Context: an optimization exercise on an open-source flow, tuned for small area, a short achievable clock period and few clock cycles per item. The choices shown serve that exercise and are no tape-out recipe. The RTL was checked by simulation tests, not by an equivalence proof against the original design. Power figures rest on the tool's default switching activity, not on a simulated workload.

$ cat design.v
module JAM (
input CLK,
input RST,
output reg [2:0] W,
output reg [2:0] J,
input [6:0] Cost,
output [3:0] MatchCount,
output reg [9:0] MinCost,
output reg Valid );
localparam K_NONE = 3'd0, K_CR = 3'd1, K_INIT = 3'd2, K_H = 3'd3, K_SCAN = 3'd4, K_EXT = 3'd5;
localparam S_CR = 0, S_WCR = 1, S_INIT = 2, S_WROW = 3, S_HB = 4, S_SCAN = 5,
           S_EXT = 6, S_WEXT = 7, S_RY = 8, S_RYW = 9, S_RYW2 = 10, S_DONE = 11;
function [3:0] mul16;
    input [3:0] a, b;
    reg [7:0] t;
    begin
        t = a * b;
        mul16 = t[3:0];
    end
endfunction
function [7:0] lowbit;
    input [7:0] x;
    integer m;
    reg seen;
    begin
        seen = 1'b0;
        for (m = 0; m < 8; m = m + 1) begin
            lowbit[m] = x[m] & ~seen;
            seen = seen | x[m];
        end
    end
endfunction
function [2:0] low3;
    input [7:0] x;
    integer m;
    begin
        low3 = 3'd0;
        for (m = 7; m >= 0; m = m - 1)
            if (x[m]) low3 = m;
    end
endfunction
reg [11:0] st;
reg [2:0] ak;           
reg       afirst, alast;
reg [7:0] off;          
reg [9:0] corr;         
reg       fsc;          
reg [2:0] bk;           
reg       ev;           
reg       accf, dfd;    
reg [7:0] rowasg;       
reg       aug_on;
reg       s1v;
reg [7:0] vo;           
reg [2:0] bi, bj;
reg       bfirst, blast;
reg [8:0] cs;           
reg [7:0] dA, dB;       
reg [7:0] v [0:7];      
reg [7:0] d [0:7];      
reg [2:0] prow [0:7];   
reg [7:0] pval;         
reg [2:0] way [0:7];    
reg [7:0] wset;         
reg [7:0] ready;
reg [7:0] rv; reg rtb; reg [2:0] rj; reg [7:0] rmask; reg [3:0] rcnt;
reg [7:0] mu; reg [2:0] jst; reg jst_m;
reg [2:0] cbj;           
reg       fresh;        
reg [2:0] row_cur, aug_row, aug_j;
reg [7:0] pend;
reg [7:0] Fm;           
reg [3:0] rs [0:7];     
reg [7:0] Gp, Xg, B, cr, cu;
reg       fin, par;
reg [3:0] racc;
assign MatchCount = racc;
wire is_cr = bk == K_CR, is_init = bk == K_INIT, is_scan = bk == K_SCAN, is_ext = bk == K_EXT;
wire       ctb = is_cr ? (rowasg[bi] || (accf && !rtb && rj == bi)) : is_ext ? 1'b0 : pval[bj];
wire       lt = cs < {1'b0, dB};
wire       k1 = {cs, ctb} < {1'b0, rv, rtb};
wire       k2 = {dB, ctb} < {rv, rtb};
wire       take = bfirst || (is_scan && !lt ? k2 : k1);
wire [7:0] cv = is_scan && !lt ? dB : cs[7:0];
wire [7:0] fv = take ? cv : rv;
wire       ftb = take ? ctb : rtb;
wire [2:0] cidx = is_cr ? bi : bj;
wire [2:0] fidx = take ? cidx : rj;
wire [7:0] ohj = 8'd1 << bj;
wire       ceq = cs[7:0] == rv;
wire [7:0] fmask = (bfirst || k1) ? ohj : ceq ? (rmask | ohj) : rmask;
wire [3:0] fcnt = (bfirst || k1) ? 4'd1 : ceq ? rcnt + 4'd1 : rcnt;
wire       decide = ev && st[S_WROW];
wire       dec_free = decide && !jst_m;
wire       dec_exp = decide && jst_m;
wire       start_next = (ev && st[S_WCR]) || dec_free;
wire [7:0] rowasg_f = rowasg | ((accf && !rtb) ? (8'd1 << rj) : 8'd0);
wire       any_todo = ~rowasg_f != 8'd0;
reg  [2:0] next_row;
integer k;
always @* begin
    next_row = 3'd0;
    for (k = 7; k >= 0; k = k - 1)
        if (!rowasg_f[k]) next_row = k;
end
reg  [7:0] vv, dv;
always @* begin
    vv = 8'd0; dv = 8'd0;
    for (k = 0; k < 8; k = k + 1) begin
        vv = vv | (v[k] & {8{vo[k]}});
        dv = dv | (d[k] & {8{vo[k]}});
    end
end
wire [9:0] vx = {{2{vv[7]}}, vv};
wire       rdy = (ready & vo) != 8'd0;
wire [9:0] cnew = rdy ? -{2'b00, mu} : (st[S_WROW] && jst_m) ? {2'b00, mu} : 10'd0;
wire [9:0] ceff = fsc ? {cs[8], cs} : corr;
wire [7:0] pend_n = pend & ~vo;
wire       slast = pend_n == 8'd0;
wire [7:0] pend_0 = ~ready & ~vo;    
wire [2:0] vo_e = {vo[4] | vo[5] | vo[6] | vo[7], vo[2] | vo[3] | vo[6] | vo[7], vo[1] | vo[3] | vo[5] | vo[7]};
wire [7:0] vo_r = {vo[6:0], vo[7]};
wire [7:0] Gc = ~Fm;
wire [7:0] u0c = lowbit(Gc);
wire [7:0] G1 = Gc & ~u0c;
wire [7:0] Bn = (B - Gp) & Gp;
reg  [7:0] tcol;        
always @* begin
    for (k = 0; k < 8; k = k + 1)
        tcol[k] = (d[k] & cr) != 8'd0;
end
wire       cin = (Xg & cr) != 8'd0;    
reg [15:0] pp0, pp1;
reg       pv1, par1;
reg [3:0] ra [0:7];
reg [3:0] rb [0:7];
always @* begin
    for (k = 0; k < 8; k = k + 1) begin
        ra[k] = rs[k];
        rb[k] = rs[k] - {3'b000, cu[k]};
    end
end
always @(posedge CLK) begin
    pp0 <= {mul16(ra[0], ra[1]), mul16(ra[2], ra[3]), mul16(ra[4], ra[5]), mul16(ra[6], ra[7])};
    pp1 <= {mul16(rb[0], rb[1]), mul16(rb[2], rb[3]), mul16(rb[4], rb[5]), mul16(rb[6], rb[7])};
end
wire [3:0] prod0 = mul16(mul16(pp0[15:12], pp0[11:8]), mul16(pp0[7:4], pp0[3:0]));
wire [3:0] prod1 = mul16(mul16(pp1[15:12], pp1[11:8]), mul16(pp1[7:4], pp1[3:0]));
reg  [3:0] q0, q1;
reg        par2, s2v;
always @(posedge CLK) begin
    q0 <= prod0; q1 <= pv1 ? prod1 : 4'd0; par2 <= par1;
end
wire [3:0] tsum = par2 ? q1 - q0 : q0 - q1;
always @(posedge CLK or posedge RST) begin
    if (RST) begin
        st <= 12'd1 << S_CR; W <= 3'd0; J <= 3'd0; ak <= K_CR; afirst <= 1'b1; alast <= 1'b0;
        off <= 8'd0; corr <= 10'd0; bk <= K_NONE; ev <= 1'b0; accf <= 1'b0; dfd <= 1'b0;
        rowasg <= 8'd0; aug_on <= 1'b0; s1v <= 1'b0; s2v <= 1'b0; Valid <= 1'b0; MinCost <= 10'd0; vo <= 8'd1;
    end else begin
        bk <= ak;
        ev <= blast && ((is_cr && bj == 3'd7) || is_init || is_scan || (is_ext && bi == 3'd7));
        if (blast && (is_init || is_scan)) vo <= ftb ? (8'd1 << fidx) : 8'd1;
        accf <= blast && is_cr;
        dfd <= dec_free;
        if (accf || dfd) MinCost <= MinCost + {2'b00, rv};
        if (accf && !rtb) rowasg[rj] <= 1'b1;
        if (dec_free) aug_on <= 1'b1;
        else if (aug_on) aug_on <= wset[aug_j];
        s1v <= st[S_RY];
        s2v <= s1v;
        off <= vv; corr <= cnew;
            if (st[S_CR]) begin
                if (W == 3'd7 && J == 3'd7) begin
                    st <= 12'd1 << S_WCR; ak <= K_NONE;
                end else begin
                    W <= W + 3'd1; if (W == 3'd7) J <= J + 3'd1;
                    ak <= K_CR; afirst <= W == 3'd7; alast <= W == 3'd6;
                end
                off <= 8'd0; corr <= 10'd0;
            end
            if (st[S_INIT]) begin
                J <= vo_e; vo <= vo_r;
                ak <= K_INIT; afirst <= 1'b0; alast <= vo[7];
                if (vo[7]) st <= 12'd1 << S_WROW;
            end
            if (st[S_SCAN]) begin
                J <= vo_e; vo <= slast ? 8'd1 : lowbit(pend_n);
                ak <= K_SCAN; afirst <= ak == K_H; alast <= slast;
                corr <= ceff;
                if (slast) st <= 12'd1 << S_WROW;
            end
            if (st[S_EXT]) begin
                if (W == 3'd7 && J == 3'd7) begin
                    st <= 12'd1 << S_WEXT; ak <= K_NONE;
                end else begin
                    J <= vo_e; vo <= vo_r; if (J == 3'd7) W <= W + 3'd1;
                    ak <= K_EXT; afirst <= J == 3'd7; alast <= J == 3'd6;
                end
            end
            if (st[S_WCR] || st[S_WROW]) begin
                ak <= K_NONE;
                if (dec_exp) begin
                    W <= prow[jst]; J <= jst; ak <= K_H; afirst <= 1'b0; alast <= 1'b0;
                    vo <= lowbit(pend_0); st <= 12'd1 << S_SCAN;
                end
            end
            if (st[S_WEXT]) begin
                ak <= K_NONE;
                if (ev) st <= 12'd1 << S_RY;
            end
            if (st[S_RY]) if (fin) st <= 12'd1 << S_RYW;
            if (st[S_RYW]) st <= 12'd1 << S_RYW2;
            if (st[S_RYW2]) begin Valid <= 1'b1; st <= 12'd1 << S_DONE; end
        if (start_next) begin
            J <= 3'd0; vo <= 8'd2; afirst <= 1'b1; alast <= 1'b0;
            if (any_todo) begin
                rowasg[next_row] <= 1'b1; W <= next_row; ak <= K_INIT; st <= 12'd1 << S_INIT;
            end else begin
                W <= 3'd0; ak <= K_EXT; st <= 12'd1 << S_EXT;
            end
        end
    end
end
always @(posedge CLK) begin
    dA <= dv;
    cs <= {3'b000, Cost} - {{2{off[7]}}, off} - ceff;
    fsc <= st[S_SCAN] && ak == K_H;
    dB <= dA;
    bi <= W; bj <= J; bfirst <= afirst; blast <= alast;
    if (ak == K_INIT || ak == K_EXT || ak == K_H) v[J] <= off + corr[7:0];
    if (is_cr || is_init || is_scan || is_ext) begin
        rv <= fv; rtb <= ftb; rj <= fidx; rmask <= fmask; rcnt <= fcnt;
    end
    if (is_init) d[bj] <= cs[7:0];
    if (is_scan && lt) begin
        d[bj] <= cs[7:0]; way[bj] <= jst; wset[bj] <= 1'b1;
    end
    if (blast && (is_init || is_scan)) begin
        mu <= fv; jst <= fidx; jst_m <= ftb;
    end
    if (blast && is_cr) cbj <= bj;
    if (accf) begin
        v[cbj] <= rv; prow[cbj] <= rj; pval[cbj] <= ~rtb;
    end
    if (blast && is_ext) begin
        d[bi] <= fmask; rs[bi] <= fcnt;
        if (fcnt == 4'd1) Fm <= Fm | fmask;
    end
    if (st[S_CR]) begin
        ready <= 8'd0; Fm <= 8'd0;
    end
    if ((st[S_INIT] || st[S_EXT]) && vo[7]) ready <= 8'd0;
    if (decide) fresh <= 1'b0;
    if (decide && fresh) wset <= 8'd0;
    if (dec_exp) begin
        ready[jst] <= 1'b1;
        pend <= pend_0;
    end
    if (st[S_SCAN]) pend <= pend_n;
    if (start_next) begin
        fresh <= 1'b1;
        if (any_todo) row_cur <= next_row;
    end
    if (dec_free) begin
        pval[jst] <= 1'b1; aug_j <= jst; aug_row <= row_cur;
    end else if (aug_on) begin
        prow[aug_j] <= wset[aug_j] ? prow[way[aug_j]] : aug_row;
        aug_j <= way[aug_j];
    end
    if (st[S_WEXT]) begin
        Gp <= G1; Xg <= G1; B <= lowbit(G1); cr <= lowbit(G1); fin <= G1 == 8'd0;
        for (k = 0; k < 8; k = k + 1) cu[k] <= (d[k] & u0c) != 8'd0;
        pv1 <= u0c != 8'd0; par <= 1'b0; racc <= 4'd0;
    end
    if (st[S_RY]) begin
        par1 <= par;
        if (!fin) begin
            for (k = 0; k < 8; k = k + 1)
                if (tcol[k]) rs[k] <= rs[k] + {cin, cin, cin, 1'b1};
            Xg <= Xg ^ cr; par <= !par;
            B <= Bn; cr <= lowbit(Bn); fin <= Bn == 8'd0;
        end
    end
    if (s2v) racc <= racc + tsum;
end
endmodule
$ cat run.sh
#!/bin/bash
# synth_recipe.tcl (not shown) runs the flow's synth.tcl, then flattens the netlist and writes it again
# the make line also repeats each setting of config.mk as NAME=value (left out here)
make -C /OpenROAD-flow-scripts/flow DESIGN_CONFIG=/design/flow/config.mk WORK_HOME=/design/flow/orfs CLKGATE_MAP_FILE= SYNTH_SCRIPT=/design/flow/synth_recipe.tcl finish
$ cat config.mk
export PLATFORM = sky130hd
export DESIGN_NAME = JAM
export DESIGN_NICKNAME = JAM
export VERILOG_FILES = /design/flow/design.v
export SDC_FILE = /design/flow/constraint.sdc
export NUM_CORES = 4
export LEC_CHECK = 0
export CAP_MARGIN = 20
export CORE_MARGIN = 2
export CORE_UTILIZATION = 70
export SETUP_SLACK_MARGIN = 2.0
export SLEW_MARGIN = 20
$ cat constraint.sdc
create_clock -name core_clock -period 5.0 [get_ports {CLK}]
set_input_delay 1.0000 -clock core_clock [delete_from_list [all_inputs] [get_ports {CLK}]]
set_output_delay 1.0000 -clock core_clock [all_outputs]
set_load 0.01 [all_outputs]
==> results.toml, run 1 <==
[critical_path]
cp_max_fo = 3
path_delay_family = "adder cells"
critPathMaxStageDelay_ns = 0.33
reg2reg_depth = 13
critPathRequiredTime_ns = 5.50
crit_slowest_cell = "dfxtp_2"
r2r_end = "q1[3]"
worst-path-buf-inv = 0
r2r-start = "pp1[5]"
crit_type = "flip-flop to flip-flop"
crit_chain = "and2_4 > ha_4 > ha_4 > ha_4 > and3_4 > ha_4 > ha_4 > ha_4 > xor2_4 > xnor2_2 > xnor2_2 > nor3_2 > and3b_1"
crit_arrival_ns = 3.55
startpoint = "pp1[5]"
start_kind = "flip-flop"
critical_path.endpoint_type = "flip-flop"
r2r_slack_ns = 1.95
crit_top_cell = "ha_4"

[power]
p_seq_frac = 0.493
p_comb_frac = 0.021
p_sw_frac = 0.207
fin_total_pwr_w = 0.00880
p_switching_w = 0.00183
power_leakage_nw = 12.1
intPower_w = 0.00698
power_density_nw_per_um2 = 281
power_frac_clock = 0.486
ir_drop_uv = 270

[die]
row_count = 73
die_w_um = 203
die-height_um = 203
ios = 30
fp.dieArea_um2 = 41400
core_area_um2 = 39500
start_util = 0.704

[worst_hold_path]
min_path_cells = 0
hold_class = "flip-flop to flip-flop"
min_from = "dA[1]"
holdPathEnd = "dB[1]"

[drt]
avgRoutedWirePerCell_um = 25.3
antenna_left = 0
drc = 0
vias = 22700
viasPerCell = 6.83
first_pass_iters = 6
routed_wl_mm = 84.3
first_iter_violations = 2772

[cts]
cts_max_path_buffers = 3
clk_pin_slew_ns = 0.06
numCtsBuffers = 51
hold_buffers = 0
cts_tree = "built"
clock_latency_ns = 0.61
clock-sinks = 498
root_buffer = "clkbuf_16"
cts_max_level = 2

[global_route]
grt_max_degree = 40
grt_pass1_wl_mm = 127
grt_pass1_vias = 22700
antenna_found_initial = 0
grt_overflow = 0
track_usage = 0.402

[sta]
slew_headroom = 0.232
fin_skew_ns = 0.0156
maxSlewViolCount = 0
post-route-period-util = 0.610
fmax_mhz = 328
final_hold_viol_count = 0
setup_viol = 0
tightest_slew_ns = 1.14
setup_tns_ns = 0
finalCriticalPeriod_ns = 3.05
rsz0062_at_grt = "true"

[placement]
port_buffers = 29
dp_cells = 3187
place_congestion = 0.964
dp_hpwl_mm = 58.2

[cells_and_area]
nets = 2983
fillCellCount = 2439
post_layout_nonfiller_instances = 3328
layout-drive-gt1-share = 0.111
antennaDiodeCount = 0
area_growth_pct = 12.3

[synthesis]
avgSynthCellArea_um2 = 10.2
ys_async_sr_fraction = 0.149
synth_fp_nets = 2948
yosysWarnings = 3
yosysUniqueCellTypes = 86
synth_ff_type = "edfxtp_1"
syn_area_um2 = 27900
synth_edf_count = 285
synth_cells = 2726
ys_ff_latch = 498
ys_seq_area_frac = 0.474

[run]
max-cap-violations = 0

[run_status]
status = "timing/DRC/antenna clean"
-- worst max path at each step --
stage,end,slack [ns],cells past startpoint
5_1_grt,vo[2],1.92,8
2_1_floorplan,cs[7],1.98,10
6_report,q1[3],1.95,13
3_5_place_dp,mu[7],1.27,8
3_3_place_gp,mu[7],1.32,8
4_1_cts,vo[2],1.97,8
-- cell usage in the layout (no fill, tap or decap), drive strengths merged, types with 11 or more instances in the layout --
cell	netlist	layout
a31oi	12	12
dfrtp	70	70
a41oi	18	18
a221oi	14	14
a21o	24	24
o22ai	17	17
edfxtp	285	285
o21ai	183	183
nand3	51	51
and2	51	51
dfxtp	139	139
clkbuf	98	61
mux2	22	22
clkdlybuf4s50	0	29
nor3b	11	11
nand2b	18	18
a21oi	164	164
nor2	232	232
nor2b	44	44
xor2	57	57
nor3	39	39
clkinv	1	19
nand4	27	27
ha	193	193
a22oi	110	110
buf	19	70
and3	23	23
inv	128	128
bufinv	0	12
a221o	17	17
fa	20	20
mux4	19	19
nand2	302	302
mux2i	39	39
xnor2	111	111
o21a	12	12
-- cell type report --
type	count	area [µm²]	area share
Sequential cell	498	13200	0.423
Tap cell	525	657	0.0210
Clock inverter	34	482	0.0154
Inverter	129	489	0.0156
Clock buffer	61	1380	0.0441
Timing Repair Buffer	99	828	0.0265
Multi-Input combinational cell	1982	14200	0.454
-- power by group through the flow --
stage | logic, W | registers, W | clock network (W)
after floorplan | 0.000112 | 0.00443 | 0
after global placement | 0.000159 | 0.00443 | 0
after detailed placement | 0.000162 | 0.00443 | 0
after CTS | 0.000171 | 0.00434 | 0.00427
after global routing | 0.000202 | 0.00434 | 0.00442
final | 0.000183 | 0.00434 | 0.00428
-- logic make-up (layout without fill, tap and decap cells) --
group | count (synthesis) | count (layout) | synth area share
XOR/XNOR | 169 | 169 | 0.0536
multiplexers | 80 | 80 | 0.0387
AO/OA/AOI/OAI | 670 | 670 | 0.157
flip-flops | 498 | 498 | 0.474
buffers and inverters | 246 | 323 | 0.0343
adder cells (fa/ha/maj) | 214 | 214 | 0.101
AND/OR/NAND/NOR | 849 | 849 | 0.142
-- cells in the mapped netlist, drive strengths merged (20+ instances only) --
library cell	number	area, µm²
clkbuf	98	368
nor2b	44	275
dfxtp	139	2780
edfxtp	285	8560
nand3	51	255
mux2	22	251
nand2	302	1130
a21oi	164	866
inv	128	480
and2	51	319
ha	193	2410
a22oi	110	826
fa	20	400
dfrtp	70	1750
nor3	39	200
xor2	57	499
o21ai	183	920
nor2	232	871
nand4	27	169
xnor2	111	972
mux2i	39	390
and3	23	144
a21o	24	180
-- through the flow --
stage               setup WS (ns)  hold slack [ns]  cell area, µm²   util
finish                       1.95            0.353           31300  0.791
global placement             1.32            0.330           28500  0.722
CTS                          1.97            0.354           30800  0.778
global route                 1.92            0.362           31300  0.791
detailed placement           1.27            0.327           28500  0.722
floorplan                    1.98            0.310           27900      -
-- registers in the layout (all words and copies together) (netlist names), 9 cells and up, named ones only --
signal   flops
MinCost     10
corr         9
cs           9
d           64
pp0         16
pp1         16
prow        24
rs          32
st          10
v           64
way         24
-- routing by layer --
metal	vias to the layer above	global-route usage	wire length [µm]
met5	-	0	0
met4	0	0.250	6200
met3	366	0.0746	8100
met2	1493	0.661	39600
met1	10900	0.493	30400
li1	9978	-	-
-- repair_timing --
item | CTS | global route
gates resized for setup | 66 | 45
buffers inserted | 18 | 28
pin swaps | 18 | 26
endpoints found under the setup margin | 206 | 240
Testbench counts, summed over its fixed seeds: cycles 5,819, items 24.
==> inputs of run 2 (changes only) <==
--- a/config.mk
+++ b/config.mk
@@ -9,4 +9,5 @@
 export CORE_MARGIN = 2
 export CORE_UTILIZATION = 70
-export SETUP_SLACK_MARGIN = 2.0
+export SETUP_SLACK_MARGIN = 2.4
 export SLEW_MARGIN = 20
+export TNS_END_PERCENT = 10
==> run 2 against run 1 <==
  * Flip-flop and latch count stayed put
  * Design area is 2.1% higher
  * Utilization rose by 1.6 points
  * Register-to-register slack better by 0.12 ns
  * Sequential power is essentially flat
  * Via count rose by 0.83%
  * Final cell count rose by 1.2%
  * Wire length increased by 1.5%
  * Fmax is 4.1% higher
  * Global-route usage fell by 0.28 points
  * Critical path type unchanged
  * Critical endpoint unchanged
  * Largest cell class unchanged
  * Highest routed layer unchanged
==> results.toml, run 2 <==
[run_status]
status = "timing/DRC/antenna clean"

[synthesis]
yosysUniqueCellTypes = 86
synth_top_cell_area_share = 0.307
syn_area_um2 = 27900
ys_ff_latch = 498
synth_ff_type = "edfxtp_1"
ys_seq_area_frac = 0.474
synth_edf_count = 285
synth.area.top_cells = "edfxtp_1, dfxtp_1, ha_1"
synth_fp_nets = 2948
yosysWarnings = 3
yosysTopAreaCell = "edfxtp_1"
ys_top_cells_by_count = "nand2_1, edfxtp_1, nor2_1"
yosysMostFrequentCell = "nand2_1"
synth_cells = 2726
avgSynthCellArea_um2 = 10.2
ys_async_sr_fraction = 0.149

[global_route]
grt_pass1_wl_mm = 127
grt_pass1_vias = 22400
track_usage = 0.399
antenna_found_initial = 2
grt_overflow = 0
grt_max_degree = 48

[sta]
maxSlewViolCount = 0
setup_ws_ns = 2.07
setup_tns_ns = 0
setup_viol = 0
post-route-period-util = 0.586
fmax_mhz = 342
fin_skew_ns = 0.0189
final_hold_viol_count = 0
tightest_slew_ns = 1.09
finalCriticalPeriod_ns = 2.93
rsz0062_at_grt = "true"
slew_headroom = 0.268

[critical_path]
critical_path.endpoint_type = "flip-flop"
start_kind = "flip-flop"
crit_type = "flip-flop to flip-flop"
cp_max_fo = 2
critPathRequiredTime_ns = 5.49
crit_arrival_ns = 3.42

[drt]
routed_wl_mm = 85.6
first_iter_violations = 2694
antenna_left = 0
vias = 22900
viasPerCell = 6.80
avgRoutedWirePerCell_um = 25.4
first_pass_iters = 6
drc = 0

[die]
fp.dieArea_um2 = 41400
die_w_um = 203
core_area_um2 = 39500
start_util = 0.704
die-height_um = 203
ios = 30
row_count = 73

[cells_and_area]
layout-drive-gt1-share = 0.150
final_common_cell = "nand2_1"
area_growth_pct = 14.6
final_cell_mix = "nand2_1, edfxtp_1, nor2_1, a21oi_1, ha_1"
fin_util = 0.807
biggestRegsByFlops = "d (64), v (64), rs (32)"
nets = 3020

[placement]
dp_hpwl_mm = 57.6
place_ws_ns = 1.31
place_congestion = 0.970
port_buffers = 29

[power]
fin_total_pwr_w = 0.00836
ir_drop_uv = 278
power_density_nw_per_um2 = 262
power_leakage_nw = 12.3

[cts]
cts_max_level = 2
root_buffer = "clkbuf_16"
cts_tree = "built"
clk_pin_slew_ns = 0.06
clock_latency_ns = 0.61
hold_buffers = 0
cts_max_path_buffers = 3
numCtsBuffers = 51
clock-sinks = 498

[run]
max-cap-violations = 0

[worst_hold_path]
hold_class = "flip-flop to flip-flop"
run 2: cell counts after synthesis:
No cell type changed its count.
run 2: power by group:
part           internal (W)  total, W  switching [W]
registers           0.00433   0.00434      0.0000150
clock network       0.00217   0.00382        0.00165
logic             0.0000657  0.000198       0.000132
run 2: area by class of cell:
cell class / count / area (µm²)
clock inverter: 23 / 200
inverter: 129 / 498
tap: 525 / 657
multi-input combinational: 1985 / 14700
antenna: 2 / 5.00
clock buffer: 73 / 1440
timing repair buffer: 133 / 1130
fill: 2363 / 7630
sequential: 498 / 13300
run 2: path summary, 6_finish.rpt:
check                       start         end  slack, ns  depth (start not counted)
setup / recovery           pp1[4]       q1[3]       2.07                         13
hold / removal              dA[2]       dB[2]       0.34                          0
setup reg to reg           pp1[4]       q1[3]       2.07                         13
hold reg to reg             dA[2]       dB[2]       0.34                          0
max in group asynchronous     RST        accf       3.02                          3
min in group asynchronous     RST  MinCost[8]       0.84                          2
run 2: what timing repair did:
| action | in CTS | in global routing |
|---|---|---|
| pin swaps | 27 | 67 |
| gates cloned | 3 | 1 |
| gates resized for setup | 101 | 133 |
| buffers inserted | 36 | 42 |
| endpoints found under the setup margin | 353 | 387 |
run 2: worst max-delay path, cell delays in order, from the launching register on:
cell     delay [ns]
dfxtp_4        0.35
and2_4         0.16
ha_4           0.27
ha_4           0.20
ha_4           0.27
and3_4         0.18
ha_4           0.20
ha_4           0.22
ha_4           0.16
xor2_2         0.14
xnor2_1        0.20
xnor2_1        0.18
o21ai_1        0.11
and3b_1        0.19
run 2: layer usage:
metal,vias up,global-route usage,share of wire
li1,10100,-,-
met1,10900,0.509,0.36
met2,1570,0.648,0.47
met3,372,0.0756,0.11
met4,0,0.216,0.063
met5,-,0,0
run 2: kinds of logic (layout without fill, tap and decap cells):
group | Yosys count | count (layout) | synth area share
AND/OR/NAND/NOR | 849 | 851 | 0.142
buffers and inverters | 246 | 358 | 0.0343
adder cells (fa/ha/maj) | 214 | 214 | 0.101
XOR/XNOR | 169 | 169 | 0.0536
flip-flops | 498 | 498 | 0.474
AO/OA/AOI/OAI | 670 | 671 | 0.157
other | 0 | 2 | 0
multiplexers | 80 | 80 | 0.0387
run 2: metrics by stage:
step / hold WS (ns) / instances / instance area (µm²)
final: 0.340 / 3368 / 31900
after global routing: 0.347 / 3366 / 31900
after CTS: 0.338 / 3323 / 31000
after detailed placement: 0.315 / 3188 / 28600
after global placement: 0.333 / 3188 / 28600
after floorplan: 0.310 / 2726 / 28000
==> inputs of run 3 (changes only) <==
--- a/config.mk
+++ b/config.mk
@@ -9,5 +9,5 @@
 export CORE_MARGIN = 2
 export CORE_UTILIZATION = 70
-export SETUP_SLACK_MARGIN = 2.4
+export SETUP_SLACK_MARGIN = 2.2
 export SLEW_MARGIN = 20
 export TNS_END_PERCENT = 10
==> run 3 against run 2 <==
  * Global-route usage grew 0.62 points
  * Sequential power barely moved
  * Highest routed layer unchanged
  * Non-clock buffer count fell by 10
  * Wire length is 0.50% lower
  * Die area stayed put
  * Still clean
  * Total power increased by 0.48%
  * Worst hold slack lost 0.0059 ns
  * Synthesized cell count did not move
==> results.toml, run 3 <==
[cells_and_area]
final_common_cell = "nand2_1"
layout-drive-gt1-share = 0.135
biggestRegsByFlops = "d (64), v (64), rs (32)"
fin_util = 0.799
nets = 3007
area_growth_pct = 13.5
final_cell_mix = "nand2_1, edfxtp_1, nor2_1, a21oi_1, ha_1"
post_layout_nonfiller_instances = 3351
antennaDiodeCount = 0

[power]
power_leakage_nw = 12.2
ir_drop_uv = 307
fin_total_pwr_w = 0.00840
power_frac_clock = 0.459
intPower_w = 0.00663
power_density_nw_per_um2 = 266
p_comb_frac = 0.024
p_switching_w = 0.00177
p_seq_frac = 0.517
p_sw_frac = 0.211

[critical_path]
r2r_end = "q1[3]"
r2r_slack_ns = 2.03
start_kind = "flip-flop"
crit_arrival_ns = 3.45
critical_path.endpoint_type = "flip-flop"
crit_type = "flip-flop to flip-flop"
cp_max_fo = 6
critPathRequiredTime_ns = 5.48
reg2reg_depth = 11
r2r-start = "pp1[8]"

[die]
die-height_um = 203
start_util = 0.704
ios = 30
die_w_um = 203
fp.dieArea_um2 = 41400
row_count = 73
core_area_um2 = 39500

[global_route]
grt_pass1_vias = 22500
grt_overflow = 0
antenna_found_initial = 0
track_usage = 0.405
grt_pass1_wl_mm = 128
grt_max_degree = 36

[sta]
maxSlewViolCount = 0
final_hold_viol_count = 0
slew_headroom = 0.275
rsz0062_at_grt = "true"
setup_viol = 0
post-route-period-util = 0.593
fmax_mhz = 337
tightest_slew_ns = 1.08
setup_tns_ns = 0
fin_skew_ns = 0.0275
finalCriticalPeriod_ns = 2.97

[run]
max-cap-violations = 0

[run_status]
status = "timing/DRC/antenna clean"

[cts]
clock-sinks = 498
cts_tree = "built"
cts_max_path_buffers = 3
cts_max_level = 2
clk_pin_slew_ns = 0.06
root_buffer = "clkbuf_16"
numCtsBuffers = 51
clock_latency_ns = 0.61

[synthesis]
yosysTopAreaCell = "edfxtp_1"
ys_top_cells_by_count = "nand2_1, edfxtp_1, nor2_1"
avgSynthCellArea_um2 = 10.2
syn_area_um2 = 27900
synth_cells = 2726
yosysWarnings = 3
yosysUniqueCellTypes = 86
ys_ff_latch = 498
synth.area.top_cells = "edfxtp_1, dfxtp_1, ha_1"
ys_async_sr_fraction = 0.149
synth_edf_count = 285
ys_seq_area_frac = 0.474
synth_top_cell_area_share = 0.307
synth_ff_type = "edfxtp_1"
yosysMostFrequentCell = "nand2_1"
synth_fp_nets = 2948

[drt]
route.met3.wl_mm = 8.41
top_layer_used = "met4"
viasPerCell = 6.77
routed_wl_mm = 85.1
avgRoutedWirePerCell_um = 25.4
drc = 0
antenna_left = 0
vias = 22700
first_iter_violations = 2611
dr_wl_met2_mm = 41.2
wl_met1_mm = 30.4
first_pass_iters = 6

[placement]
port_buffers = 29
dp_cells = 3190
place_congestion = 0.960
dp_hpwl_mm = 58.7

[worst_hold_path]
hold_class = "flip-flop to flip-flop"
min_from = "dA[4]"
holdPathEnd = "dB[4]"
min_path_cells = 0
## run 3: cell counts after synthesis
Identical to the previous run, type by type.
## run 3: what timing repair did
item                                    in CTS  in global routing
endpoints found under the setup margin     280                285
resized for setup                           96                 83
buffers inserted                            29                 38
hold buffers                                 0                  0
pin swaps                                   17                 48
## run 3: cells by family (layout without fill, tap and decap cells)
kind of cell	after synthesis	count (layout)	share of synthesized area
fa+ha+maj	214	214	0.101
simple gates	849	849	0.142
xor+xnor	169	169	0.0536
compound gates	670	670	0.157
buf+inv	246	346	0.0343
mux	80	80	0.0387
flops	498	498	0.474
## run 3: through the flow
step / area (µm²) / setup WS, ns / hold slack [ns]
2_1_floorplan: 27900 / 1.98 / 0.310
4_1_cts: 30900 / 2.06 / 0.333
3_5_place_dp: 28600 / 1.30 / 0.314
6_report: 31600 / 2.03 / 0.334
5_1_grt: 31600 / 1.98 / 0.352
3_3_place_gp: 28600 / 1.36 / 0.325
## run 3: routing by layer
layer | vias up | global-route usage
met1 | 10800 | 0.491
met4 | 0 | 0.218
met5 | - | 0
li1 | 10000 | -
met3 | 374 | 0.0797
met2 | 1505 | 0.686
## run 3: cell type report
class	instances	area [µm²]
Clock buffer	70	1410
Clock inverter	24	253
Fill cell	2367	7940
Inverter	129	497
Multi-Input combinational cell	1982	14500
Sequential cell	498	13200
Tap cell	525	657
Timing Repair Buffer	123	1010
## run 3: power groups by stage
| stage | clock (W) | sequential (W) | combinational (W) |
|---|---|---|---|
| CTS | 0.00385 | 0.00434 | 0.000187 |
| finish | 0.00386 | 0.00434 | 0.000199 |
| detailed placement | 0 | 0.00443 | 0.000169 |
| floorplan | 0 | 0.00443 | 0.000113 |
| global placement | 0 | 0.00443 | 0.000165 |
| global route | 0.00400 | 0.00434 | 0.000218 |
## run 3: worst max-delay path by stage
stage / to / start / slack, ns
3_3_place_gp: vo[2] / cs[7] / 1.36
3_5_place_dp: vo[2] / cs[7] / 1.30
5_1_grt: q1[3] / pp1[2] / 1.98
2_1_floorplan: cs[7] / Cost[0] / 1.98
6_report: q1[3] / pp1[8] / 2.03
4_1_cts: q0[3] / pp0[5] / 2.06
## run 3: worst max-delay path, cell delays in order, from the launching register on
cell     delay, ns
dfxtp_1       0.58
and2_1        0.21
ha_1          0.32
and2_1        0.22
ha_4          0.28
ha_4          0.19
ha_4          0.17
xor2_4        0.15
xnor2_2       0.22
xnor2_2       0.11
nor3_2        0.18
and3b_1       0.19
==> inputs of run 4 (changes only) <==
--- a/config.mk
+++ b/config.mk
@@ -11,3 +11,2 @@
 export SETUP_SLACK_MARGIN = 2.2
 export SLEW_MARGIN = 20
-export TNS_END_PERCENT = 10
==> run 4 against run 3 <==
  * Still clean on timing, DRC and antenna
  * Clock power grew 3%
  * First-iteration DRC count is 6.7% higher
  * Via count grew 0.80%
  * Register-to-register slack better by 0.09 ns
  * Die area stayed put
  * Sequential power hardly changed
  * Total power up 1.7%
  * Clock-buffer cell count down 4
  * Clock skew rose by 0.00092 ns
  * Critical path type unchanged
==> results.toml, run 4 <==
[cells_and_area]
multi_input_area_um2 = 14700
area_growth_pct = 14.7
antennaDiodeCount = 0
finalInstanceArea_um2 = 31900
seqCellArea_um2 = 13200
biggestRegsByFlops = "d (64), v (64), rs (32)"
final_cell_mix = "nand2_1, edfxtp_1, nor2_1, ha_1, a21oi_1"
layout-drive-gt1-share = 0.150
final_common_cell = "nand2_1"
fillCellCount = 2362
fin_util = 0.808
nets = 3018

[synthesis]
synth_compound_area_frac = 0.157
yosysTopAreaCell = "edfxtp_1"
yosysMostFrequentCell = "nand2_1"
yosysUniqueCellTypes = 86
synth_fa_ha_area_frac = 0.101
synth_edf_count = 285
synthXorXnorAreaFrac = 0.0536
ys_async_sr_fraction = 0.149
ys_seq_area_frac = 0.474
synthMuxAreaShare = 0.0387
synth_top_family_by_area = "compound AO/OA/AOI/OAI gates"
avgSynthCellArea_um2 = 10.2
synth_top_cell_area_share = 0.307
synth.area.top_cells = "edfxtp_1, dfxtp_1, ha_1"
ys_ff_latch = 498
synth-simple-area-share = 0.142
yosysWarnings = 3
synth_cells = 2726
synth_ff_type = "edfxtp_1"
synth_fp_nets = 2948
syn_area_um2 = 27900
ys_top_cells_by_count = "nand2_1, edfxtp_1, nor2_1"

[die]
ios = 30
fp.dieArea_um2 = 41400
die_w_um = 203
core_area_um2 = 39500
die-height_um = 203
row_count = 73
start_util = 0.704

[worst_hold_path]
holdPathEnd = "dB[0]"
hold_class = "flip-flop to flip-flop"
min_path_cells = 0
min_from = "dA[0]"

[sta]
post-route-period-util = 0.574
rsz0062_at_grt = "true"
final_hold_viol_count = 0
setup_ws_ns = 2.13
setup_tns_ns = 0
finalCriticalPeriod_ns = 2.87
maxSlewViolCount = 0
fmax_mhz = 348
setup_viol = 0
tightest_slew_ns = 1.06
slew_headroom = 0.283
fin_skew_ns = 0.0284

[cts]
clock-sinks = 498
numCtsBuffers = 52
cts_tree = "built"
clk_pin_slew_ns = 0.06
root_buffer = "clkbuf_16"
cts_max_path_buffers = 3
hold_buffers = 0
cts_max_level = 2
clock_latency_ns = 0.61

[critical_path]
reg2reg_depth = 13
critPathRequiredTime_ns = 5.49
r2r_slack_ns = 2.13
crit_arrival_ns = 3.36
start_kind = "flip-flop"
r2r_end = "q1[3]"
critical_path.endpoint_type = "flip-flop"
crit_type = "flip-flop to flip-flop"
cp_max_fo = 2
r2r-start = "pp1[5]"

[global_route]
grt_max_degree = 42
grt_pass1_wl_mm = 126
grt_overflow = 0
track_usage = 0.396
antenna_found_initial = 1
grt_pass1_vias = 22400

[drt]
drc = 0
avgRoutedWirePerCell_um = 25.2
viasPerCell = 6.79
vias = 22900
routed_wl_mm = 84.7
first_iter_violations = 2787
first_pass_iters = 8
antenna_left = 0

[placement]
dp_hpwl_mm = 58.2
placed_cell_area_um2 = 28600
place_ws_ns = 1.37
port_buffers = 29
place_congestion = 0.996

[power]
ir_drop_uv = 289
power_density_nw_per_um2 = 268
power_leakage_nw = 12.3

[run]
max-cap-violations = 0

[run_status]
status = "timing/DRC/antenna clean"
[run 4: cell counts after synthesis]
No cell type changed its count.
[run 4: through the flow]
stage	std cells	hold slack (ns)	total power (W)
final	3364	0.327	0.00855
after global routing	3364	0.348	0.00872
after CTS	3323	0.336	0.00851
after detailed placement	3188	0.312	0.00460
after global placement	3188	0.318	0.00459
after floorplan	2726	0.310	0.00454
[run 4: area by class of cell]
cell class	instances	share of cell area
well taps	525	0.0206
inverters	129	0.0157
repair buffers	132	0.0343
clock buffers	66	0.0443
clock inverters	31	0.0101
flip-flops and latches	498	0.415
multi-input cells	1983	0.460
[run 4: cell families after synthesis]
| family | count (synthesis) |
|---|---|
| and+or+nand+nor | 849 |
| adders and majority gates | 214 |
| xor gates and xnor gates | 169 |
| muxes | 80 |
| DFF | 498 |
| AOI/OAI and AO/OA | 670 |
| buffers and inverters | 246 |
[run 4: worst max path at each step]
stage,start,to,depth (start not counted)
finish,pp1[5],q1[3],13
global route,pp1[5],q1[3],13
CTS,pp1[1],q1[3],13
detailed placement,Cost[0],cs[7],11
global placement,Cost[0],cs[7],11
floorplan,Cost[0],cs[7],10
[run 4: timing repair]
| item | in CTS | in global routing |
|---|---|---|
| gates cloned | 0 | 1 |
| resized for setup | 100 | 114 |
| pin swaps | 32 | 57 |
| setup endpoints to repair | 291 | 293 |
| setup buffers | 38 | 39 |
[run 4: routing by layer]
metal	global-route usage	share of wire
met2	0.653	0.47
met3	0.0674	0.097
met5	0	0.00015
met4	0.230	0.067
met1	0.495	0.36
[run 4: power breakdown]
| part | switching (W) | internal (W) |
|---|---|---|
| clock | 0.00168 | 0.00231 |
| combinational | 0.000136 | 0.0000763 |
| sequential | 0.0000146 | 0.00433 |
[run 4: critical path, cell delays in order, from the launching register on]
cell and delay (ns):
dfxtp_2 0.33, and2_4 0.16, ha_4 0.27, ha_4 0.20
ha_4 0.26, and3_4 0.17, ha_4 0.20, ha_4 0.24
ha_4 0.16, xor2_2 0.14, xnor2_1 0.18, xnor2_1 0.18
o21ai_1 0.10, and3b_1 0.17
==> inputs of run 5 (changes only) <==
--- a/config.mk
+++ b/config.mk
@@ -9,4 +9,5 @@
 export CORE_MARGIN = 2
 export CORE_UTILIZATION = 70
+export CTS_CLUSTER_SIZE = 30
 export SETUP_SLACK_MARGIN = 2.2
 export SLEW_MARGIN = 20
==> run 5 against run 4 <==
  * Synthesized cell count did not move
  * Via count did not move
  * Die area did not move
  * Final cell count did not move
  * Critical path depth did not move
  * Total power did not move
  * Worst hold slack did not move
  * Fmax did not move
  * Synthesized area did not move
  * Setup slack did not move
  * Still clean
  * Critical path type unchanged
  * First-iteration DRC count did not move
  * Global-route usage did not move
==> results.toml, run 5 <==
[synthesis]
yosysTopAreaCell = "edfxtp_1"
synth_cells = 2726
yosysMostFrequentCell = "nand2_1"
yosysWarnings = 3
ys_async_sr_fraction = 0.149
synth_edf_count = 285
ys_ff_latch = 498
ys_seq_area_frac = 0.474
ys_top_cells_by_count = "nand2_1, edfxtp_1, nor2_1"
yosysUniqueCellTypes = 86
synth_fp_nets = 2948
synth_ff_type = "edfxtp_1"
avgSynthCellArea_um2 = 10.2
synth_top_cell_area_share = 0.307
syn_area_um2 = 27900
synth.area.top_cells = "edfxtp_1, dfxtp_1, ha_1"

[placement]
dp_hpwl_mm = 58.2
port_buffers = 29
place_congestion = 0.996
place_ws_ns = 1.37

[critical_path]
crit_slowest_cell = "dfxtp_2"
crit_arrival_ns = 3.36
start_kind = "flip-flop"
critPathMaxStageDelay_ns = 0.33
crit_type = "flip-flop to flip-flop"
crit_top_cell = "ha_4"
cp_max_fo = 2
crit_chain = "and2_4 > ha_4 > ha_4 > ha_4 > and3_4 > ha_4 > ha_4 > ha_4 > xor2_2 > xnor2_1 > xnor2_1 > o21ai_1 > and3b_1"
critical_path.endpoint_type = "flip-flop"
critPathRequiredTime_ns = 5.49

[die]
row_count = 73
ios = 30
die-height_um = 203
start_util = 0.704
core_area_um2 = 39500
fp.dieArea_um2 = 41400
die_w_um = 203

[drt]
viasPerCell = 6.79
routed_wl_mm = 84.7
antenna_left = 0
first_iter_violations = 2787
avgRoutedWirePerCell_um = 25.2
drc = 0
first_pass_iters = 8
vias = 22900

[cts]
cts_max_path_buffers = 3
clock_latency_ns = 0.61
cts_tree = "built"
cts_max_level = 2
root_buffer = "clkbuf_16"
numCtsBuffers = 52
clk_pin_slew_ns = 0.06
clock-sinks = 498
hold_buffers = 0

[global_route]
grt_pass1_vias = 22400
track_usage = 0.396
grt_max_degree = 42
antenna_found_initial = 1
grt_pass1_wl_mm = 126
grt_overflow = 0

[cells_and_area]
antennaDiodeCount = 0
layout-drive-gt1-share = 0.150
area_growth_pct = 14.7
fillCellCount = 2362
final_cell_mix = "nand2_1, edfxtp_1, nor2_1, ha_1, a21oi_1"
biggestRegsByFlops = "d (64), v (64), rs (32)"
final_common_cell = "nand2_1"
nets = 3018

[run_status]
status = "timing/DRC/antenna clean"

[sta]
fmax_mhz = 348
setup_tns_ns = 0
setup_viol = 0
post-route-period-util = 0.574
maxSlewViolCount = 0
final_hold_viol_count = 0
fin_skew_ns = 0.0284
setup_ws_ns = 2.13
rsz0062_at_grt = "true"
tightest_slew_ns = 1.06
slew_headroom = 0.283
finalCriticalPeriod_ns = 2.87

[power]
power_density_nw_per_um2 = 268
ir_drop_uv = 289
power_leakage_nw = 12.3

[run]
max-cap-violations = 0

[worst_hold_path]
hold_class = "flip-flop to flip-flop"
[run 5: critical path, delay by kind of cell, from the launching register on]
kind            cells  cell delay (ns)
xor+xnor            3             0.50
compound gates      1             0.10
fa+ha+maj           6             1.33
simple gates        3             0.50
flops               1             0.33
[run 5: kinds of logic (layout without fill, tap and decap cells)]
kind of cell | count (synthesis) | in the layout | synth area share
xor+xnor | 169 | 169 | 0.0536
flops | 498 | 498 | 0.474
fa+ha+maj | 214 | 214 | 0.101
buf+inv | 246 | 358 | 0.0343
simple gates | 849 | 849 | 0.142
compound gates | 670 | 671 | 0.157
mux | 80 | 80 | 0.0387
[run 5: final cells by class]
class / instances / area (µm²) / share of cell area
clock buffers: 66 / 1410 / 0.0443
clock inverters: 31 / 322 / 0.0101
inverters: 129 / 500 / 0.0157
multi-input cells: 1983 / 14700 / 0.460
flip-flops and latches: 498 / 13200 / 0.415
well taps: 525 / 657 / 0.0206
repair buffers: 132 / 1100 / 0.0343
[run 5: power by group]
group          total [W]  switching, W  internal [W]
registers        0.00434     0.0000146       0.00433
logic           0.000213      0.000136     0.0000763
clock network    0.00399       0.00168       0.00231
[run 5: metal layers]
metal,global-route usage,wire length (µm),share of wire
met1,0.495,30800,0.36
met2,0.653,40000,0.47
met3,0.0674,8190,0.097
met4,0.230,5720,0.067
met5,0,13,0.00015
[run 5: stage by stage]
stage	cell area, µm²	power, W	util	cells	hold WS [ns]
floorplan	27900	0.00454	-	2726	0.310
global placement	28600	0.00459	0.723	3188	0.318
finish	31900	0.00855	0.808	3364	0.327
global route	31900	0.00872	0.808	3364	0.348
CTS	31000	0.00851	0.785	3323	0.336
detailed placement	28600	0.00460	0.723	3188	0.312
[run 5: repair_timing]
item	CTS	global route
endpoints found under the hold margin	0	0
setup endpoints to repair	291	293
setup buffers	38	39
gates resized for setup	100	114
pin swaps	32	57
cloned	0	1
[run 5: path summary, 6_finish.rpt]
| kind | from | endpoint | slack, ns | cells after the start |
|---|---|---|---|---|
| max in group asynchronous | RST | st[0] | 3.22 | 4 |
| setup / recovery | pp1[5] | q1[3] | 2.13 | 13 |
| min in group asynchronous | RST | MinCost[7] | 0.71 | 2 |
| hold / removal | dA[0] | dB[0] | 0.33 | 0 |
| hold reg to reg | dA[0] | dB[0] | 0.33 | 0 |
| setup reg to reg | pp1[5] | q1[3] | 2.13 | 13 |
==> inputs of run 6 (changes only) <==
--- a/config.mk
+++ b/config.mk
@@ -9,4 +9,5 @@
 export CORE_MARGIN = 2
 export CORE_UTILIZATION = 70
+export CTS_BUF_LIST = sky130_fd_sc_hd__clkbuf_8
 export CTS_CLUSTER_SIZE = 30
 export SETUP_SLACK_MARGIN = 2.2
==> run 6 against run 5 <==
  * Flip-flop and latch count unchanged
  * Wire length rose by 2.4%
  * Design area grew 0.20%
  * First-iteration DRC count up 8.7%
  * Register-to-register slack worse by 0.24 ns
  * Synthesized cell count stayed put
  * Total power is 4.6% lower
  * Non-clock buffer count grew 20
  * Setup slack worse by 0.24 ns
  * Clock-buffer cell count grew 27
  * Final cell count up 2.3%
  * Worst hold slack better by 0.012 ns
==> results.toml, run 6 <==
[synthesis]
synth_fp_nets = 2948
ys_async_sr_fraction = 0.149
synth_edf_count = 285
avgSynthCellArea_um2 = 10.2
synth-simple-area-share = 0.142
ys_top_cells_by_count = "nand2_1, edfxtp_1, nor2_1"
synth_fa_ha_area_frac = 0.101
yosysUniqueCellTypes = 86
yosysTopAreaCell = "edfxtp_1"
synth_ff_type = "edfxtp_1"
ys_seq_area_frac = 0.474
ys_ff_latch = 498
synth.area.top_cells = "edfxtp_1, dfxtp_1, ha_1"
yosysMostFrequentCell = "nand2_1"
synth_top_family_by_area = "compound AO/OA/AOI/OAI gates"
synth_compound_area_frac = 0.157
syn_area_um2 = 27900
synthMuxAreaShare = 0.0387
synth_cells = 2726
yosysWarnings = 3
synth_top_cell_area_share = 0.307
synthXorXnorAreaFrac = 0.0536

[die]
die-height_um = 203
die_w_um = 203
start_util = 0.704
ios = 30
row_count = 73
core_area_um2 = 39500
fp.dieArea_um2 = 41400

[critical_path]
worst-path-buf-inv = 0
critical_path.endpoint_type = "flip-flop"
critPathMaxStageDelay_ns = 0.38
cp_max_fo = 2
r2r_slack_ns = 1.89
r2r_end = "q1[3]"
reg2reg_depth = 13
crit_chain = "and2_4 > ha_4 > ha_4 > ha_4 > and3_4 > ha_4 > ha_4 > ha_4 > xor2_1 > xnor2_1 > xnor2_1 > o21ai_1 > and3b_1"
crit_arrival_ns = 3.65
path_delay_family = "adder cells"
cp.depth = 13
critPathRequiredTime_ns = 5.54
crit_slowest_cell = "dfxtp_1"
crit_top_cell = "ha_4"
start_kind = "flip-flop"
r2r-start = "pp1[2]"
crit_type = "flip-flop to flip-flop"

[sta]
setup_tns_ns = 0
final_hold_viol_count = 0
slew_headroom = 0.232
maxSlewViolCount = 0
rsz0062_at_grt = "true"
fmax_mhz = 322
setup_viol = 0
post-route-period-util = 0.622
tightest_slew_ns = 1.14
finalCriticalPeriod_ns = 3.11
fin_skew_ns = 0.0405

[cts]
cts_tree = "built"
clock-sinks = 498
cts_max_level = 3
clock_latency_ns = 0.67
root_buffer = "clkbuf_8"
clk_pin_slew_ns = 0.06
numCtsBuffers = 82
cts_max_path_buffers = 3

[cells_and_area]
antennaDiodeCount = 0
final_common_cell = "nand2_1"
area_growth_pct = 14.9
biggestRegsByFlops = "d (64), v (64), rs (32)"
nets = 3068
final_cell_mix = "nand2_1, edfxtp_1, nor2_1, inv_1, a21oi_1"
finalInstanceArea_um2 = 32000
layout-drive-gt1-share = 0.163

[drt]
viasPerCell = 6.78
first_iter_violations = 3030
antenna_left = 0
first_pass_iters = 6
vias = 23300
avgRoutedWirePerCell_um = 25.2
drc = 0
routed_wl_mm = 86.8

[worst_hold_path]
holdPathEnd = "dB[7]"
min_path_cells = 0
hold_class = "flip-flop to flip-flop"
min_from = "dA[7]"

[placement]
placed_cell_area_um2 = 28600
place_congestion = 0.996
dp_hpwl_mm = 58.2
port_buffers = 29

[global_route]
track_usage = 0.398
grt_pass1_vias = 22600
antenna_found_initial = 0
grt_overflow = 0
grt_pass1_wl_mm = 127
grt_max_degree = 42

[power]
power_leakage_nw = 12.5
ir_drop_uv = 239
power_density_nw_per_um2 = 255

[run]
max-cap-violations = 0

[run_status]
status = "timing/DRC/antenna clean"
==> run 6: cell counts after synthesis <==
No cell type changed its count.
==> run 6: per-layer routing <==
metal / wire length [µm] / vias to the layer above / GRT usage
met3: 9110 / 391 / 0.0757
met1: 31300 / 11100 / 0.498
met5: 0 / - / 0
met4: 5820 / 0 / 0.235
li1: - / 10200 / -
met2: 40500 / 1602 / 0.648
==> run 6: worst max-delay path by stage <==
stage / startpoint / to / slack, ns
finish: pp1[2] / q1[3] / 1.89
floorplan: Cost[0] / cs[7] / 1.98
CTS: pp1[4] / q1[3] / 2.09
global route: pp1[2] / q1[3] / 1.85
detailed placement: Cost[0] / cs[7] / 1.37
global placement: Cost[0] / cs[7] / 1.40
==> run 6: cells by family (layout without fill, tap and decap cells) <==
logic type / Yosys count / count (layout)
and+or+nand+nor: 849 / 849
AOI/OAI and AO/OA: 670 / 671
DFF: 498 / 498
buffers and inverters: 246 / 434
adders and majority gates: 214 / 214
xor gates and xnor gates: 169 / 169
muxes: 80 / 80
==> run 6: layout make-up <==
| type | count | area, µm² |
|---|---|---|
| clock buffer | 93 | 1280 |
| timing repair buffer | 152 | 1240 |
| inverter | 129 | 500 |
| tap | 525 | 657 |
| sequential | 498 | 13200 |
| clock inverter | 60 | 353 |
| multi-input combinational | 1983 | 14700 |
| fill | 2404 | 7540 |
==> run 6: what timing repair did <==
item | 4_1_cts | 5_1_grt
hold buffers | 0 | 0
hold endpoints to repair | 0 | 0
buffers inserted | 49 | 47
cloned | 0 | 2
resized for setup | 113 | 107
setup endpoints to repair | 289 | 268
pin swaps | 44 | 59
==> run 6: worst register-to-register path, stage by stage, from the launching register on <==
cell and delay, ns:
dfxtp_1 0.38, and2_4 0.20, ha_4 0.21, ha_4 0.22, ha_4 0.27, and3_4 0.24, ha_4 0.23, ha_4 0.28
ha_4 0.12, xor2_1 0.17, xnor2_1 0.11, xnor2_1 0.25, o21ai_1 0.14, and3b_1 0.18
==> run 6: through the flow <==
step / cells / setup slack (ns) / hold WS [ns] / utilization / total power [W]
5_1_grt: 3440 / 1.85 / 0.347 / 0.809 / 0.00834
3_3_place_gp: 3188 / 1.40 / 0.318 / 0.723 / 0.00459
3_5_place_dp: 3188 / 1.37 / 0.312 / 0.723 / 0.00460
2_1_floorplan: 2726 / 1.98 / 0.310 / - / 0.00454
4_1_cts: 3390 / 2.09 / 0.337 / 0.786 / 0.00811
6_report: 3440 / 1.89 / 0.339 / 0.809 / 0.00815
==> run 6: where the power goes <==
group,leakage (nW),switching (W),internal [W]
registers,4.57,0.0000152,0.00433
logic,6.92,0.000140,0.0000822
clock network,0.999,0.00171,0.00187
total,12.5,0.00187,0.00629
==> inputs of run 7 (changes only) <==
--- a/config.mk
+++ b/config.mk
@@ -10,5 +10,5 @@
 export CORE_UTILIZATION = 70
 export CTS_BUF_LIST = sky130_fd_sc_hd__clkbuf_8
-export CTS_CLUSTER_SIZE = 30
+export CTS_CLUSTER_SIZE = 24
 export SETUP_SLACK_MARGIN = 2.2
 export SLEW_MARGIN = 20
==> run 7 against run 6 <==
  * Still clean on timing, DRC and antenna
  * Combinational power about the same
  * Total power is the same
  * Setup slack stayed put
  * Utilization stayed put
  * Global-route usage did not move
  * Critical path depth unchanged
  * Sequential power about the same
  * Register-to-register slack barely moved
  * Flip-flop and latch count stayed put
  * Largest cell class unchanged
  * Highest routed layer unchanged
==> results.toml, run 7 <==
[drt]
drc = 0
avgRoutedWirePerCell_um = 25.2
viasPerCell = 6.78
first_iter_violations = 3030
routed_wl_mm = 86.8
first_pass_iters = 6
antenna_left = 0
vias = 23300

[worst_hold_path]
hold_class = "flip-flop to flip-flop"
min_from = "dA[7]"

[cells_and_area]
nets = 3068
biggestRegsByFlops = "d (64), v (64), rs (32)"
final_cell_mix = "nand2_1, edfxtp_1, nor2_1, inv_1, a21oi_1"
final_common_cell = "nand2_1"
fin_util = 0.809
layout-drive-gt1-share = 0.163
area_growth_pct = 14.9
antennaDiodeCount = 0
finalInstanceArea_um2 = 32000

[placement]
port_buffers = 29
place_congestion = 0.996
placed_cell_area_um2 = 28600
dp_hpwl_mm = 58.2

[sta]
post-route-period-util = 0.622
fin_skew_ns = 0.0405
slew_headroom = 0.232
final_hold_viol_count = 0
fmax_mhz = 322
finalCriticalPeriod_ns = 3.11
maxSlewViolCount = 0
tightest_slew_ns = 1.14
setup_tns_ns = 0
rsz0062_at_grt = "true"
holdWs_ns = 0.339
setup_viol = 0

[synthesis]
synth_top_cell_area_share = 0.307
synth_cells = 2726
synth_fa_ha_area_frac = 0.101
synthMuxAreaShare = 0.0387
ys_seq_area_frac = 0.474
ys_top_cells_by_count = "nand2_1, edfxtp_1, nor2_1"
yosysMostFrequentCell = "nand2_1"
yosysWarnings = 3
ys_ff_latch = 498
syn_area_um2 = 27900
ys_async_sr_fraction = 0.149
yosysTopAreaCell = "edfxtp_1"
synthXorXnorAreaFrac = 0.0536
synth.area.top_cells = "edfxtp_1, dfxtp_1, ha_1"
avgSynthCellArea_um2 = 10.2
synth_top_family_by_area = "compound AO/OA/AOI/OAI gates"
synth_edf_count = 285
synth_compound_area_frac = 0.157
yosysUniqueCellTypes = 86
synth-simple-area-share = 0.142
synth_fp_nets = 2948
synth_ff_type = "edfxtp_1"

[power]
ir_drop_uv = 239
power_density_nw_per_um2 = 255
fin_total_pwr_w = 0.00815
power_leakage_nw = 12.5

[global_route]
grt_max_degree = 42
use_met2 = 0.648
grt_pass1_wl_mm = 127
grt_use_met3 = 0.0757
grt_overflow = 0
top_usage_layer = "met2"
met1_usage = 0.498
antenna_found_initial = 0
grt_pass1_vias = 22600
track_usage = 0.398

[die]
die-height_um = 203
die_w_um = 203
ios = 30
fp.dieArea_um2 = 41400
row_count = 73
core_area_um2 = 39500
start_util = 0.704

[critical_path]
crit_type = "flip-flop to flip-flop"
startpoint = "pp1[2]"
r2r_slack_ns = 1.89
critPathMaxStageDelay_ns = 0.38
crit_chain = "and2_4 > ha_4 > ha_4 > ha_4 > and3_4 > ha_4 > ha_4 > ha_4 > xor2_1 > xnor2_1 > xnor2_1 > o21ai_1 > and3b_1"
start_kind = "flip-flop"
critPathRequiredTime_ns = 5.54
crit_slowest_cell = "dfxtp_1"
crit_arrival_ns = 3.65
crit_top_cell = "ha_4"
cp_max_fo = 2
critical_path.endpoint_type = "flip-flop"
r2r-start = "pp1[2]"

[cts]
cts_max_path_buffers = 3
cts_max_level = 3
clk_pin_slew_ns = 0.06
clock-sinks = 498
hold_buffers = 0
cts_tree = "built"
numCtsBuffers = 82
clock_latency_ns = 0.67
root_buffer = "clkbuf_8"

[run]
max-cap-violations = 0

[run_status]
status = "timing/DRC/antenna clean"
-- run 7: cell counts after synthesis --
No cell type changed its count.
-- run 7: cell type report --
cell class / count / area [µm²]
Sequential cell: 498 / 13200
Multi-Input combinational cell: 1983 / 14700
Timing Repair Buffer: 152 / 1240
Tap cell: 525 / 657
Inverter: 129 / 500
Clock buffer: 93 / 1280
Fill cell: 2404 / 7540
Clock inverter: 60 / 353
-- run 7: kinds of logic (layout without fill, tap and decap cells) --
logic type / after synthesis / in the layout
buffers and inverters: 246 / 434
flip-flops: 498 / 498
multiplexers: 80 / 80
AO/OA/AOI/OAI: 670 / 671
adder cells (fa/ha/maj): 214 / 214
XOR/XNOR: 169 / 169
AND/OR/NAND/NOR: 849 / 849
-- run 7: path summary, 6_finish.rpt --
| check | endpoint | depth (start not counted) |
|---|---|---|
| hold / removal | dB[7] | 0 |
| max in group asynchronous | st[5] | 4 |
| setup reg to reg | q1[3] | 13 |
| setup / recovery | q1[3] | 13 |
| min in group asynchronous | corr[1] | 2 |
| hold reg to reg | dB[7] | 0 |
-- run 7: per-layer routing --
layer / part of all wire / vias up
met4: 0.067 / 0
li1: - / 10200
met5: 0 / -
met3: 0.10 / 391
met1: 0.36 / 11100
met2: 0.47 / 1602
-- run 7: repair_timing --
action | in CTS | in global routing
pin swaps | 44 | 59
gates resized for setup | 113 | 107
gates cloned | 0 | 2
buffers inserted | 49 | 47
setup endpoints to repair | 289 | 268
-- run 7: through the flow --
stage / std cells / setup WS [ns]
after floorplan: 2726 / 1.98
after global placement: 3188 / 1.40
after detailed placement: 3188 / 1.37
after CTS: 3390 / 2.09
after global routing: 3440 / 1.85
final: 3440 / 1.89
-- run 7: worst max-delay path: cells and delay by family (launching register included) --
family | cells | cell delay [ns]
AO/OA/AOI/OAI | 1 | 0.14
AND/OR/NAND/NOR | 3 | 0.62
XOR/XNOR | 3 | 0.53
adder cells (fa/ha/maj) | 6 | 1.33
flip-flops | 1 | 0.38
-- run 7: power breakdown --
group          internal [W]  switching [W]
Sequential          0.00433      0.0000152
Combinational     0.0000822       0.000140
Clock               0.00187        0.00171
==> inputs of run 8 (changes only) <==
--- a/config.mk
+++ b/config.mk
@@ -9,6 +9,5 @@
 export CORE_MARGIN = 2
 export CORE_UTILIZATION = 70
-export CTS_BUF_LIST = sky130_fd_sc_hd__clkbuf_8
-export CTS_CLUSTER_SIZE = 24
+export CTS_CLUSTER_SIZE = 40
 export SETUP_SLACK_MARGIN = 2.2
 export SLEW_MARGIN = 20
==> run 8 against run 7 <==
  * Still clean on timing, DRC and antenna
  * Utilization down 0.16 points
  * First-iteration DRC count down 8.0%
  * Design area down 0.20%
  * Clock power up 11%
  * Synthesized cell count unchanged
  * Wire length down 2.4%
  * Global-route usage down 0.22 points
  * Clock skew down 0.012 ns
  * Combinational power down 4%
  * Setup slack better by 0.24 ns
  * Flip-flop and latch count unchanged
  * Register-to-register slack better by 0.24 ns
==> results.toml, run 8 <==
[run_status]
status = "timing/DRC/antenna clean"

[cts]
clk_pin_slew_ns = 0.06
clock_latency_ns = 0.61
numCtsBuffers = 52
root_buffer = "clkbuf_16"
hold_buffers = 0
cts_max_path_buffers = 3
clock-sinks = 498
cts_tree = "built"
cts_max_level = 2

[sta]
final_hold_viol_count = 0
slew_headroom = 0.283
setup_ws_ns = 2.13
rsz0062_at_grt = "true"
setup_tns_ns = 0
post-route-period-util = 0.574
tightest_slew_ns = 1.06
fin_skew_ns = 0.0284
fmax_mhz = 348
maxSlewViolCount = 0
setup_viol = 0
finalCriticalPeriod_ns = 2.87

[global_route]
antenna_found_initial = 1
grt_pass1_wl_mm = 126
grt_max_degree = 42
grt_overflow = 0
grt_pass1_vias = 22400
track_usage = 0.396

[drt]
drc = 0
viasPerCell = 6.79
vias = 22900
routed_wl_mm = 84.7
first_iter_violations = 2787
avgRoutedWirePerCell_um = 25.2
first_pass_iters = 8
antenna_left = 0

[synthesis]
synth_edf_count = 285
synth_fp_nets = 2948
synth_ff_type = "edfxtp_1"
syn_area_um2 = 27900
synth_cells = 2726
synth.area.top_cells = "edfxtp_1, dfxtp_1, ha_1"
yosysMostFrequentCell = "nand2_1"
avgSynthCellArea_um2 = 10.2
ys_async_sr_fraction = 0.149
ys_seq_area_frac = 0.474
yosysUniqueCellTypes = 86
yosysTopAreaCell = "edfxtp_1"
ys_ff_latch = 498
synth_top_cell_area_share = 0.307
ys_top_cells_by_count = "nand2_1, edfxtp_1, nor2_1"
yosysWarnings = 3

[die]
fp.dieArea_um2 = 41400
die_w_um = 203
ios = 30
row_count = 73
core_area_um2 = 39500
die-height_um = 203
start_util = 0.704

[power]
p_switching_w = 0.00183
power_frac_clock = 0.467
power_density_nw_per_um2 = 268
p_comb_frac = 0.025
p_sw_frac = 0.214
intPower_w = 0.00672
ir_drop_uv = 289
p_seq_frac = 0.508
power_leakage_nw = 12.3

[critical_path]
r2r_end = "q1[3]"
cp_max_fo = 2
critPathRequiredTime_ns = 5.49
r2r-start = "pp1[5]"
crit_slowest_cell = "dfxtp_2"
crit_arrival_ns = 3.36
critical_path.endpoint_type = "flip-flop"
crit_chain = "and2_4 > ha_4 > ha_4 > ha_4 > and3_4 > ha_4 > ha_4 > ha_4 > xor2_2 > xnor2_1 > xnor2_1 > o21ai_1 > and3b_1"
reg2reg_depth = 13
crit_type = "flip-flop to flip-flop"
r2r_slack_ns = 2.13
path_delay_family = "adder cells"
crit_top_cell = "ha_4"
start_kind = "flip-flop"
worst-path-buf-inv = 0
critPathMaxStageDelay_ns = 0.33

[placement]
place_congestion = 0.996
place_ws_ns = 1.37
port_buffers = 29
dp_hpwl_mm = 58.2
placed_cell_area_um2 = 28600

[cells_and_area]
final_cell_mix = "nand2_1, edfxtp_1, nor2_1, ha_1, a21oi_1"
biggestRegsByFlops = "d (64), v (64), rs (32)"
layout-drive-gt1-share = 0.150
fin_util = 0.808
fillCellCount = 2362
nets = 3018
area_growth_pct = 14.7
final_common_cell = "nand2_1"
finalInstanceArea_um2 = 31900
antennaDiodeCount = 0

[worst_hold_path]
holdPathEnd = "dB[0]"
hold_class = "flip-flop to flip-flop"
min_from = "dA[0]"
min_path_cells = 0

[run]
max-cap-violations = 0
[run 8: cell counts after synthesis]
No cell type changed its count.
[run 8: worst max path at each step]
stage / start / to / depth (start not counted)
global route: pp1[5] / q1[3] / 13
floorplan: Cost[0] / cs[7] / 10
detailed placement: Cost[0] / cs[7] / 11
finish: pp1[5] / q1[3] / 13
CTS: pp1[1] / q1[3] / 13
global placement: Cost[0] / cs[7] / 11
[run 8: kinds of logic after synthesis]
logic type      count (synthesis)  synth area share
simple gates                  849             0.142
compound gates                670             0.157
mux                            80            0.0387
flops                         498             0.474
xor+xnor                      169            0.0536
buf+inv                       246            0.0343
fa+ha+maj                     214             0.101
[run 8: area by class of cell]
type                    instances  area (µm²)  area share
well taps                     525         657      0.0206
repair buffers                132        1100      0.0343
clock inverters                31         322      0.0101
inverters                     129         500      0.0157
multi-input cells            1983       14700       0.460
flip-flops and latches        498       13200       0.415
clock buffers                  66        1410      0.0443
[run 8: metal layers]
layer	share of wire	vias up	track usage
met1	0.36	10900	0.495
met4	0.067	2	0.230
li1	-	10100	-
met2	0.47	1506	0.653
met3	0.097	352	0.0674
met5	0.00015	-	0
[run 8: power groups by stage]
stage               combinational [W]  clock (W)  sequential, W
detailed placement           0.000167          0        0.00443
CTS                          0.000185    0.00398        0.00435
floorplan                    0.000114          0        0.00443
finish                       0.000213    0.00399        0.00434
global route                 0.000230    0.00415        0.00434
global placement             0.000161          0        0.00443
[run 8: timing repair]
item | CTS | global route
setup buffers | 38 | 39
setup endpoints to repair | 291 | 293
pin swaps | 32 | 57
hold endpoints to repair | 0 | 0
gates resized for setup | 100 | 114
cloned | 0 | 1
[run 8: stage by stage]
step	hold slack [ns]	cells	total power, W
final	0.327	3364	0.00855
after global routing	0.348	3364	0.00872
after CTS	0.336	3323	0.00851
after detailed placement	0.312	3188	0.00460
after global placement	0.318	3188	0.00459
after floorplan	0.310	2726	0.00454

re-timing with driven ports:
No port has a modelled driver above. Below, the same layouts with a new extraction and two added sets of constraints.
Step 1 sets driving cells, clkbuf_16 on the clock port and buf_2 on the other inputs (assumed; they add their load-dependent delay and slew).
Step 2 moves the port delays by t, midway between the first and last clock arrival at a register: inputs arrive t later, outputs are due t later. That takes back most of the time a late clock gives input paths.
a / b / c = no drivers / after step 1 / after step 2; a / b = the first two.
| run | t, ns | setup slack, ns | slew at the worst register clock pin (ns) |
|---|---|---|---|
| run 1 | 0.667 | 1.952 / 1.952 / 1.443 | 0.07 / 0.07 |
| run 2 | 0.654 | 2.072 / 2.061 / 1.658 | 0.06 / 0.06 |
| run 3 | 0.661 | 2.034 / 2.034 / 1.564 | 0.07 / 0.07 |
| run 4 | 0.659 | 2.129 / 2.129 / 1.636 | 0.07 / 0.07 |
| run 5 | 0.659 | 2.129 / 2.129 / 1.636 | 0.07 / 0.07 |
| run 6 | 0.710 | 1.890 / 1.890 / 1.594 | 0.07 / 0.07 |
| run 7 | 0.710 | 1.890 / 1.890 / 1.594 | 0.07 / 0.07 |
| run 8 | 0.659 | 2.129 / 2.129 / 1.636 | 0.07 / 0.07 |
After both steps every run listed still meets setup and hold. The setup slack of run 1, which loses most, moves by 0.000 ns with the drivers and by -0.509 ns with both steps.
